From an optimization exercise on the open Yosys and OpenROAD flow, aimed at small area and a short achievable clock period; shortcuts taken in it are not production practice. At most, simulation tests tie the RTL to the original design; equivalence was not proved.

Design MrSimSimulation, start of the top module:
module MrSimSimulation(input clk, input reset,
    input [63:0] io_enq_dat,
    input  io_enq_val,
    output io_enq_rdy,
    output[63:0] io_deq_dat,
    output io_deq_val,
    input  io_deq_rdy
);
  reg [8:0] df0, df1, df2, df3, df4, df5;
  reg [15:0] p1, p2;
  reg v1, v2, v3;
  reg [16:0] e0, e1, e2;
  wire [7:0] px = io_enq_dat[55:48];
  wire [7:0] py = io_enq_dat[63:56];
  wire [8:0] dn0 = {1'b0, io_enq_dat[7:0]} - {1'b0, px};
  wire [8:0] dn1 = {1'b0, io_enq_dat[15:8]} - {1'b0, py};
  wire [8:0] dn2 = {1'b0, io_enq_dat[23:16]} - {1'b0, px};
  wire [8:0] dn3 = {1'b0, io_enq_dat[31:24]} - {1'b0, py};
  wire [8:0] dn4 = {1'b0, io_enq_dat[39:32]} - {1'b0, px};
  wire [8:0] dn5 = {1'b0, io_enq_dat[47:40]} - {1'b0, py};
  wire pp1 = df0[0] & df0[1];
  wire pp2 = df0[0] & df0[2];
  wire pp3 = df0[0] & df0[3];
  wire pp4 = df0[0] & df0[4];
  wire pp5 = df0[0] & df0[5];
  wire pp6 = df0[0] & df0[6];
  wire pp7 = df0[0] & df0[7];
  wire pp8 = df0[1] & df0[2];
  wire pp9 = df0[1] & df0[3];
  wire pp10 = df0[1] & df0[4];
  wire pp11 = df0[1] & df0[5];
  wire pp12 = df0[1] & df0[6];
  wire pp13 = df0[1] & df0[7];
  wire pp14 = df0[2] & df0[3];
  wire pp15 = df0[2] & df0[4];
  wire pp16 = df0[2] & df0[5];
  wire pp17 = df0[2] & df0[6];
  wire pp18 = df0[2] & df0[7];
  wire pp19 = df0[3] & df0[4];
  wire pp20 = df0[3] & df0[5];
  wire pp21 = df0[3] & df0[6];
  wire pp22 = df0[3] & df0[7];
  wire pp23 = df0[4] & df0[5];
  wire pp24 = df0[4] & df0[6];
  wire pp25 = df0[4] & df0[7];
  wire pp26 = df0[5] & df0[6];
  wire pp27 = df0[5] & df0[7];
  wire pp28 = df0[6] & df0[7];
  wire pn29 = df0[8] & ~df0[0];
  wire pn30 = df0[8] & ~df0[1];
  wire pn31 = df0[8] & ~df0[2];
  wire pn32 = df0[8] & ~df0[3];
  ...
Size: roughly 220 flip-flops, ~130 I/O pins, roughly 0.016 mm² of cells after synthesis.
clock: 17.0 ns
lec_check: 0
cap_margin: 20
core_margin: 2
core_utilization: 40
place_density: 0.6
slew_margin: 20
synth_hierarchical: 1
synth_minimum_keep_size: 0
standard.sh (not shown) runs the stock make flow with config.mk's settings and CLKGATE_MAP_FILE= SYNTH_SCRIPT=/design/flow/synth_recipe.tcl, a recipe that flattens the netlist after the stock synthesis.
==> flow/flow/run.sh <==
#!/bin/bash
# Standard synthesis, then the standard layout with the resizer aiming for a setup slack margin,
# small port buffers and a smaller clock tree.
set -euo pipefail
bash standard.sh synth > synth.log 2>&1
bash standard.sh SETUP_SLACK_MARGIN=12.35 BUFFER_PORTS_ARGS='-buffer_cell sky130_fd_sc_hd__buf_1' 'CTS_ARGS=-sink_clustering_enable -repair_clock_nets -dont_use_dummy_load -buf_list sky130_fd_sc_hd__clkbuf_8 -sink_clustering_size 40' finish > layout.log 2>&1
The starting point produced a clean layout.
Rerun with:
==> flow/flow/run.sh (replaced) <==
#!/bin/bash
# Standard synthesis, then the standard layout with the resizer aiming for a setup slack margin,
# small port buffers and a smaller clock tree.
set -euo pipefail
bash standard.sh synth > synth.log 2>&1
bash standard.sh SETUP_SLACK_MARGIN=12.5 BUFFER_PORTS_ARGS='-buffer_cell sky130_fd_sc_hd__buf_1' 'CTS_ARGS=-sink_clustering_enable -repair_clock_nets -dont_use_dummy_load -buf_list sky130_fd_sc_hd__clkbuf_8 -sink_clustering_size 25' finish > layout.log 2>&1
Count of clock-buffer cells in the layout went up by 3.
Maximum frequency went up by a few percent.
Sequential share of layout area went down by 0.42 points.
Rerun with:
==> flow/flow/run.sh (replaced) <==
#!/bin/bash
# Standard synthesis, then the standard layout with the resizer aiming for a setup slack margin,
# small port buffers and a smaller clock tree.
set -euo pipefail
bash standard.sh synth > synth.log 2>&1
bash standard.sh SETUP_SLACK_MARGIN=12.4 BUFFER_PORTS_ARGS='-buffer_cell sky130_fd_sc_hd__buf_1' 'CTS_ARGS=-sink_clustering_enable -repair_clock_nets -dont_use_dummy_load -buf_list sky130_fd_sc_hd__clkbuf_16 -sink_clustering_size 20 -sink_clustering_max_diameter 60' finish > layout.log 2>&1
Result:
- fmax shrinks by 0.39%
- hold slack improves by 26 ps
- non-clock buffer count came out lower by 2
- register-to-register slack barely changes
- worst setup slack is worse by 17 ps
Rerun with:
==> flow/flow/run.sh (replaced) <==
#!/bin/bash
# Standard synthesis, then the standard layout with the resizer aiming for a setup slack margin,
# small port buffers and a smaller clock tree.
set -euo pipefail
bash standard.sh synth > synth.log 2>&1
bash standard.sh SETUP_SLACK_MARGIN=12.4 BUFFER_PORTS_ARGS='-buffer_cell sky130_fd_sc_hd__buf_1' 'CTS_ARGS=-sink_clustering_enable -repair_clock_nets -dont_use_dummy_load -buf_list sky130_fd_sc_hd__clkbuf_16 -sink_clustering_size 30 -sink_clustering_max_diameter 100' finish > layout.log 2>&1
The new run passed the timing, DRC and antenna checks.
Core utilization is lower by 0.40 points.
Synthesized cell count stays the same.
Non-clock buffer count is higher by 1.
Wire length is about the same.
Fmax is about the same.
Register-to-register slack gains 40 ps.
Cell area is lower slightly.
Global-route usage hardly moves.
Sequential cell count stays the same.
Via count is higher slightly.

* * *

== before ==
Another version of the RTL of MrSimSimulation (not shown whole).
For scale: ~1400 cells after synthesis, ~130 I/O pins, about 0.016 mm2 of cells after synthesis.
export LEC_CHECK = 0
export CAP_MARGIN = 20
export CORE_MARGIN = 2
export CORE_UTILIZATION = 40
export CTS_BUF_LIST = sky130_fd_sc_hd__clkbuf_8
export CTS_CLUSTER_SIZE = 40
export PLACE_DENSITY = 0.6
export SLEW_MARGIN = 20
export SYNTH_HIERARCHICAL = 1
export SYNTH_MINIMUM_KEEP_SIZE = 0
create_clock -name core_clock -period 17.0 [get_ports {clk}]
==> flow/flow/run.sh <==
#!/bin/bash
# Standard synthesis, then the standard layout with the resizer aiming for a setup slack margin,
# small port buffers and a smaller clock tree.
set -euo pipefail
bash standard.sh synth > synth.log 2>&1
bash standard.sh SETUP_SLACK_MARGIN=12.5 BUFFER_PORTS_ARGS='-buffer_cell sky130_fd_sc_hd__buf_1'  finish > layout.log 2>&1
before has completed all stages; timing, DRC and antenna checks passed.
#### Input delta (after over before)
==> flow/flow/run.sh <==
#!/bin/bash
# Standard synthesis, then the standard layout with the resizer aiming for a setup slack margin,
# small port buffers and a smaller clock tree.
set -euo pipefail
bash standard.sh synth > synth.log 2>&1
bash standard.sh SETUP_SLACK_MARGIN=12.5 BUFFER_PORTS_ARGS='-buffer_cell sky130_fd_sc_hd__buf_1' 'CTS_ARGS=-sink_clustering_enable -repair_clock_nets -dont_use_dummy_load -buf_list sky130_fd_sc_hd__clkbuf_8 -sink_clustering_size 40' finish > layout.log 2>&1
[summary]
- In summary, after completed successfully, with a layout that passed the timing, DRC and antenna checks.
- [after vs before] cell count of the worst reg-to-reg path: lower in after
- Diff after..before | number of slew-limit violations in the final report | negligible
- Delta (after minus before): mux share of post-synthesis cell area about even; critical path depth went down; maximum frequency went down 1.7%.
- Per the comparison of after with before, design area decreased 1.2%.
- Maximum net fanout on the critical path: after > before
Function was not checked in any run of this note: the RTL went through the layout flow alone.

## re-timing with driven ports
In the flow no input, the clock included, has a driving cell. The finished layouts below were timed again as built, in two steps. Step 1, drivers: a clkbuf_16 drives clk and a buf_2 each remaining input, both assumed. Step 2 adds t to the input delays and takes it off the output delays; t is the mean of the earliest and latest rising clock arrival at the registers after step 1. Input paths then give back, and output paths get back, about the clock's delay inside the block. Slacks: ideal / step 1 / step 2; pairs: ideal / step 1.
run	t (ns)	setup WS [ns]	worst register clock-pin slew, ns	worst slew at a driven data input, ns
the first run of note 1	0.559	12.393 / 12.416 / 11.857	0.06 / 0.06	0.05
the second run of note 1	0.584	12.490 / 12.469 / 11.920	0.06 / 0.06	0.06
the third run of note 1	0.516	12.472 / 12.478 / 11.983	0.08 / 0.08	0.05
the fourth run of note 1	0.510	12.470 / 12.491 / 11.990	0.11 / 0.11	0.05
before	0.605	12.374 / 12.307 / 11.702	0.07 / 0.07	0.11
after	0.574	12.296 / 12.279 / 11.705	0.07 / 0.07	0.06
After both steps every run listed still meets setup and hold. The setup slack of before, which loses most, moves by -0.067 ns with the drivers and by -0.672 ns with both steps.
